Source: an optimization exercise on an open RTL-to-GDS flow (aim: small area). Production flows keep margins and buffers that such runs may drop.
The RTL was checked by simulation tests, not by an equivalence proof against the original design.
Power and IR drop assume default switching activity.

==> flow/design.v <==
module clock(
    input clk,
    input reset,
    input tick,
    input [5:0] SW,
    input k1, k2, k3,                    
    output reg [5:0] seconds,
    output reg [5:0] minutes,
    output reg [4:0] hours,
    output reg [5:0] stopwatch_seconds,
    output reg [5:0] stopwatch_minutes,
    output reg [4:0] stopwatch_hours,
    output reg [5:0] timer_seconds,
    output reg [5:0] timer_minutes,
    output reg [4:0] timer_hours,
    output reg alarm_trigger,
    output reg [4:0] debug_alarm_hours,
    output reg [5:0] debug_alarm_minutes,
    output [4:0] alarm_hours,
    output [5:0] alarm_minutes
);
    reg stopwatch_running, timer_running;
    reg pk1, pk2, pk3;                   
    reg psw1, ptm, psw5;                 
    wire set_time  = SW[0];
    wire sw_mode   = SW[1];
    wire set_timer = SW[3];
    wire tmr_mode  = SW[2] & ~SW[3];
    wire set_alarm = SW[5];
    wire run       = ~set_alarm;
    wire alarm_h_inc = pk2 & psw5;
    wire alarm_m_inc = pk1 & psw5;
    assign alarm_hours   = alarm_h_inc ? ((debug_alarm_hours == 5'd23) ? 5'd0 : debug_alarm_hours + 5'd1) : debug_alarm_hours;
    assign alarm_minutes = alarm_m_inc ? ((debug_alarm_minutes == 6'd59) ? 6'd0 : debug_alarm_minutes + 6'd1) : debug_alarm_minutes;
    wire sw_start  = sw_mode & k3 & ~(pk3 & psw1);
    wire sw_stop   = sw_mode & k2 & ~(pk2 & psw1);
    wire sw_clear  = sw_mode & k1 & ~(pk1 & psw1);
    wire t_start   = tmr_mode & k3 & ~(pk3 & ptm);
    wire t_stop    = tmr_mode & k2 & ~(pk2 & ptm);
    wire t_clear   = tmr_mode & k1 & ~(pk1 & ptm);
    wire al_clear  = k3 & ~pk3;
    wire s59 = seconds == 6'd59;
    wire m59 = minutes == 6'd59;
    wire h23 = hours == 5'd23;
    wire t_s_en = set_time ? k3 : 1'b1;
    wire t_m_en = set_time ? k1 : s59;
    wire t_h_en = set_time ? k2 : s59 & m59;
    wire sw_cnt = sw_mode & stopwatch_running;
    wire sw_clr = sw_clear;
    wire sws59 = stopwatch_seconds == 6'd59;
    wire swm59 = stopwatch_minutes == 6'd59;
    wire ts0 = timer_seconds == 6'd0;
    wire tm0 = timer_minutes == 6'd0;
    wire th0 = timer_hours == 5'd0;
    wire t_zero = ts0 & tm0 & th0;
    wire t_cnt = tmr_mode & timer_running;
    wire t_dec = t_cnt & ~t_zero;
    wire ts_inc = set_timer & k3;
    wire tm_inc = set_timer & k1;
    wire th_inc = set_timer & k2;
    wire ts_dec = t_dec;
    wire tm_dec = t_dec & ts0;
    wire th_dec = t_dec & ts0 & tm0;
    always @(posedge clk or posedge reset) begin
        if (reset) begin
            seconds <= 0;
            minutes <= 0;
            hours <= 0;
            stopwatch_seconds <= 0;
            stopwatch_minutes <= 0;
            stopwatch_hours <= 0;
            stopwatch_running <= 0;
            timer_seconds <= 0;
            timer_minutes <= 0;
            timer_hours <= 0;
            timer_running <= 0;
            alarm_trigger <= 0;
            debug_alarm_hours <= 0;
            debug_alarm_minutes <= 0;
            pk1 <= 0;
            pk2 <= 0;
            pk3 <= 0;
            psw1 <= 0;
            ptm <= 0;
            psw5 <= 0;
        end else if (tick) begin
            pk1 <= k1;
            pk2 <= k2;
            pk3 <= k3;
            psw1 <= sw_mode;
            ptm <= tmr_mode;
            psw5 <= set_alarm;
            debug_alarm_hours <= alarm_hours;
            debug_alarm_minutes <= alarm_minutes;
            alarm_trigger <= ~al_clear & run &
                             (alarm_trigger | (hours == alarm_hours && minutes == alarm_minutes && seconds == 6'd0));
            if (run) begin
                if (t_s_en) seconds <= s59 ? 6'd0 : seconds + 6'd1;
                if (t_m_en) minutes <= m59 ? 6'd0 : minutes + 6'd1;
                if (t_h_en) hours <= h23 ? 5'd0 : hours + 5'd1;
                if (sw_cnt)
                    stopwatch_seconds <= sws59 ? 6'd0 : stopwatch_seconds + 6'd1;
                else if (sw_clr)
                    stopwatch_seconds <= 6'd0;
                if (sw_cnt & sws59)
                    stopwatch_minutes <= swm59 ? 6'd0 : stopwatch_minutes + 6'd1;
                else if (sw_clr)
                    stopwatch_minutes <= 6'd0;
                if (sw_cnt & sws59 & swm59)
                    stopwatch_hours <= (stopwatch_hours == 5'd23) ? 5'd0 : stopwatch_hours + 5'd1;
                else if (sw_clr)
                    stopwatch_hours <= 5'd0;
                if (sw_stop | sw_clear)
                    stopwatch_running <= 1'b0;
                else if (sw_start)
                    stopwatch_running <= 1'b1;
                if (ts_inc)
                    timer_seconds <= (timer_seconds == 6'd59) ? 6'd0 : timer_seconds + 6'd1;
                else if (ts_dec)
                    timer_seconds <= ts0 ? 6'd59 : timer_seconds - 6'd1;
                else if (t_clear)
                    timer_seconds <= 6'd0;
                if (tm_inc)
                    timer_minutes <= (timer_minutes == 6'd59) ? 6'd0 : timer_minutes + 6'd1;
                else if (tm_dec)
                    timer_minutes <= tm0 ? 6'd59 : timer_minutes - 6'd1;
                else if (t_clear)
                    timer_minutes <= 6'd0;
                if (th_inc)
                    timer_hours <= (timer_hours == 5'd23) ? 5'd0 : timer_hours + 5'd1;
                else if (th_dec)
                    timer_hours <= timer_hours - 5'd1;
                else if (t_clear)
                    timer_hours <= 5'd0;
                if (t_stop | t_clear | (t_cnt & t_zero))
                    timer_running <= 1'b0;
                else if (t_start)
                    timer_running <= 1'b1;
            end
        end
    end
endmodule
module top(
    input clk,                           
    input reset,                         
    input tick,                          
    input [5:0] SW,                      
    input [3:1] KEY,                     
    output [6:0] HEX0, HEX1, HEX2,
                   HEX3, HEX4, HEX5,
    output [16:0] LEDR
);
	wire [5:0] seconds, minutes, stopwatch_seconds, stopwatch_minutes, timer_seconds, timer_minutes;
	wire [4:0] hours, stopwatch_hours, timer_hours;
	wire [5:0] alarm_minutes, debug_alarm_minutes;
	wire [4:0] alarm_hours, debug_alarm_hours;
	wire alarm_trigger;
	clock clock_inst(
		.clk(clk), .reset(reset), .tick(tick), .SW(SW),
		.k1(~KEY[1]), .k2(~KEY[2]), .k3(~KEY[3]),
		.seconds(seconds), .minutes(minutes), .hours(hours),
		.stopwatch_seconds(stopwatch_seconds), .stopwatch_minutes(stopwatch_minutes), .stopwatch_hours(stopwatch_hours),
		.timer_seconds(timer_seconds), .timer_minutes(timer_minutes), .timer_hours(timer_hours),
		.alarm_trigger(alarm_trigger),
		.debug_alarm_hours(debug_alarm_hours), .debug_alarm_minutes(debug_alarm_minutes),
		.alarm_hours(alarm_hours), .alarm_minutes(alarm_minutes)
	);
	wire show_alarm = SW[4] | SW[5];
	wire show_sw    = SW[1];
	wire show_timer = SW[2] | SW[3];
	wire [5:0] display_sec = show_alarm ? 6'd0 : show_sw ? stopwatch_seconds : show_timer ? timer_seconds : seconds;
	wire [5:0] display_min = show_alarm ? alarm_minutes : show_sw ? stopwatch_minutes : show_timer ? timer_minutes : minutes;
	wire [4:0] display_hr  = show_alarm ? alarm_hours : show_sw ? stopwatch_hours : show_timer ? timer_hours : hours;
	seg2 d_sec(.v(display_sec), .tens(HEX1), .ones(HEX0));
	seg2 d_min(.v(display_min), .tens(HEX3), .ones(HEX2));
	seg2 d_hr (.v({1'b0, display_hr}), .tens(HEX5), .ones(HEX4));
	assign LEDR[0] = alarm_trigger;
	assign LEDR[1] = ~KEY[1];
	assign LEDR[2] = ~KEY[2];
	assign LEDR[3] = ~KEY[3];
	assign LEDR[4] = SW[4];
	assign LEDR[5] = SW[5];
	assign LEDR[10:6] = debug_alarm_hours;
	assign LEDR[16:11] = debug_alarm_minutes;
endmodule
module seg2(input [5:0] v, output [6:0] tens, output [6:0] ones);
	wire [3:0] t = v / 10;
	wire [3:0] o = v % 10;
	seg7 st(.d(t), .seg(tens));
	seg7 so(.d(o), .seg(ones));
endmodule
module seg7(input [3:0] d, output reg [6:0] seg);
	always @(*) begin
		case (d)
			4'd0: seg = 7'b1000000;
			4'd1: seg = 7'b1111001;
			4'd2: seg = 7'b0100100;
			4'd3: seg = 7'b0110000;
			4'd4: seg = 7'b0011001;
			4'd5: seg = 7'b0010010;
			4'd6: seg = 7'b0000010;
			4'd7: seg = 7'b1111000;
			4'd8: seg = 7'b0000000;
			4'd9: seg = 7'b0010000;
			default: seg = 7'b1111111;
		endcase
	end
endmodule
clock: 20.0 ns
lec_check: 0
cap_margin: 20
core_margin: 2
core_utilization: 60
slew_margin: 20
standard.sh (not shown) runs the stock make flow with config.mk's settings and CLKGATE_MAP_FILE= SYNTH_SCRIPT=/design/flow/synth_recipe.tcl, a recipe that flattens the netlist after the stock synthesis.
==> flow/flow/run.sh <==
#!/bin/bash
# Layout flow: the standard ORFS flow (standard.sh) with these changes:
#  * synthesis is the standard flow's own script (synth_recipe.tcl) except that ABC maps the
#    logic with an area-oriented script (flow/area.abc) and adder cells are not
#    extracted first; registers are left exactly as the standard synthesis makes them;
#  * ports are buffered with the smallest buffer cell.
# Every tool's output goes to a log file in this folder (ORFS's own per-step logs
# are under orfs/logs).
set -euo pipefail
W=$(pwd)
{
  echo 'proc abc {args} {'
  echo '  set i [lsearch -exact $args -script]'
  echo "  if {\$i >= 0} { lset args [expr {\$i + 1}] {$W/flow/area.abc} }"
  echo '  yosys abc {*}$args'
  echo '}'
  cat synth_recipe.tcl
} > area_synth.tcl
sed "s#SYNTH_SCRIPT=[^ ]*#SYNTH_SCRIPT=$W/area_synth.tcl#" standard.sh > area_standard.sh
grep -q "SYNTH_SCRIPT=$W/area_synth.tcl" area_standard.sh
export ADDER_MAP_FILE=
export BUFFER_PORTS_ARGS="-buffer_cell sky130_fd_sc_hd__buf_1"
export CTS_ARGS="-sink_clustering_enable -repair_clock_nets -dont_use_dummy_load"
bash area_standard.sh > flow.log 2>&1
==> flow/flow/area.abc <==
strash
&get -n
&deepsyn -T 60
&put
&get -n
&dch -f
&nf -R 1000
&put
The starting point finished clean.
Then changed:
--- a/flow/flow/run.sh
+++ b/flow/flow/run.sh
@@ -21,4 +21,3 @@
 export ADDER_MAP_FILE=
 export BUFFER_PORTS_ARGS="-buffer_cell sky130_fd_sc_hd__buf_1"
-export CTS_ARGS="-sink_clustering_enable -repair_clock_nets -dont_use_dummy_load"
 bash area_standard.sh > flow.log 2>&1
Result:
- wire length went up slightly
- core utilization increases by 1.6 points
- cell count came out higher slightly
- die area stays the same
- clock power grows by well over a third
- design area climbs by a few percent
- global-route usage rises by 0.12 points
- worst setup slack got worse by 0.079 ns
- clock-buffer cell count stays the same
Then changed:
--- a/flow/flow/run.sh
+++ b/flow/flow/run.sh
@@ -4,5 +4,6 @@
 #    logic with an area-oriented script (flow/area.abc) and adder cells are not
 #    extracted first; registers are left exactly as the standard synthesis makes them;
-#  * ports are buffered with the smallest buffer cell.
+#  * ports are buffered with the smallest buffer cell;
+#  * the clock tree inserts no dummy loads.
 # Every tool's output goes to a log file in this folder (ORFS's own per-step logs
 # are under orfs/logs).
@@ -21,3 +22,4 @@
 export ADDER_MAP_FILE=
 export BUFFER_PORTS_ARGS="-buffer_cell sky130_fd_sc_hd__buf_1"
+export CTS_ARGS="-sink_clustering_enable -repair_clock_nets -dont_use_dummy_load"
 bash area_standard.sh > flow.log 2>&1
Count of clock-buffer cells in the layout does not change.
Clock power fell by well over a third.
Total power fell by a little under a tenth.
Routed wire length fell slightly.
Fmax rose slightly.
Setup slack gets better by 0.079 ns.
Sequential power hardly moves.
Utilization fell by 1.6 points.
Combinational power stays flat.

==> what the ideal ports hide <==
In the flow no input, the clock included, has a driving cell. The finished layouts below were timed again as built, in two steps. Step 1, drivers: a clkbuf_16 drives clk and a buf_2 each remaining input, both assumed. Step 2 adds t to the input delays and takes it off the output delays; t is the mean of the earliest and latest rising clock arrival at the registers after step 1. Input paths then give back, and output paths get back, about the clock's delay inside the block. Slacks: ideal / step 1 / step 2; pairs: ideal / step 1.
run	t, ns	setup slack, ns	worst slew at a driven data input, ns	cell pins on the clock port's net
the first run	0.371	8.084 / 8.064 / 8.064	0.03	1
the second run	0.378	8.005 / 7.985 / 7.985	0.03	1
the third run	0.371	8.084 / 8.064 / 8.064	0.03	1
After both steps setup and hold are still met in every run listed.
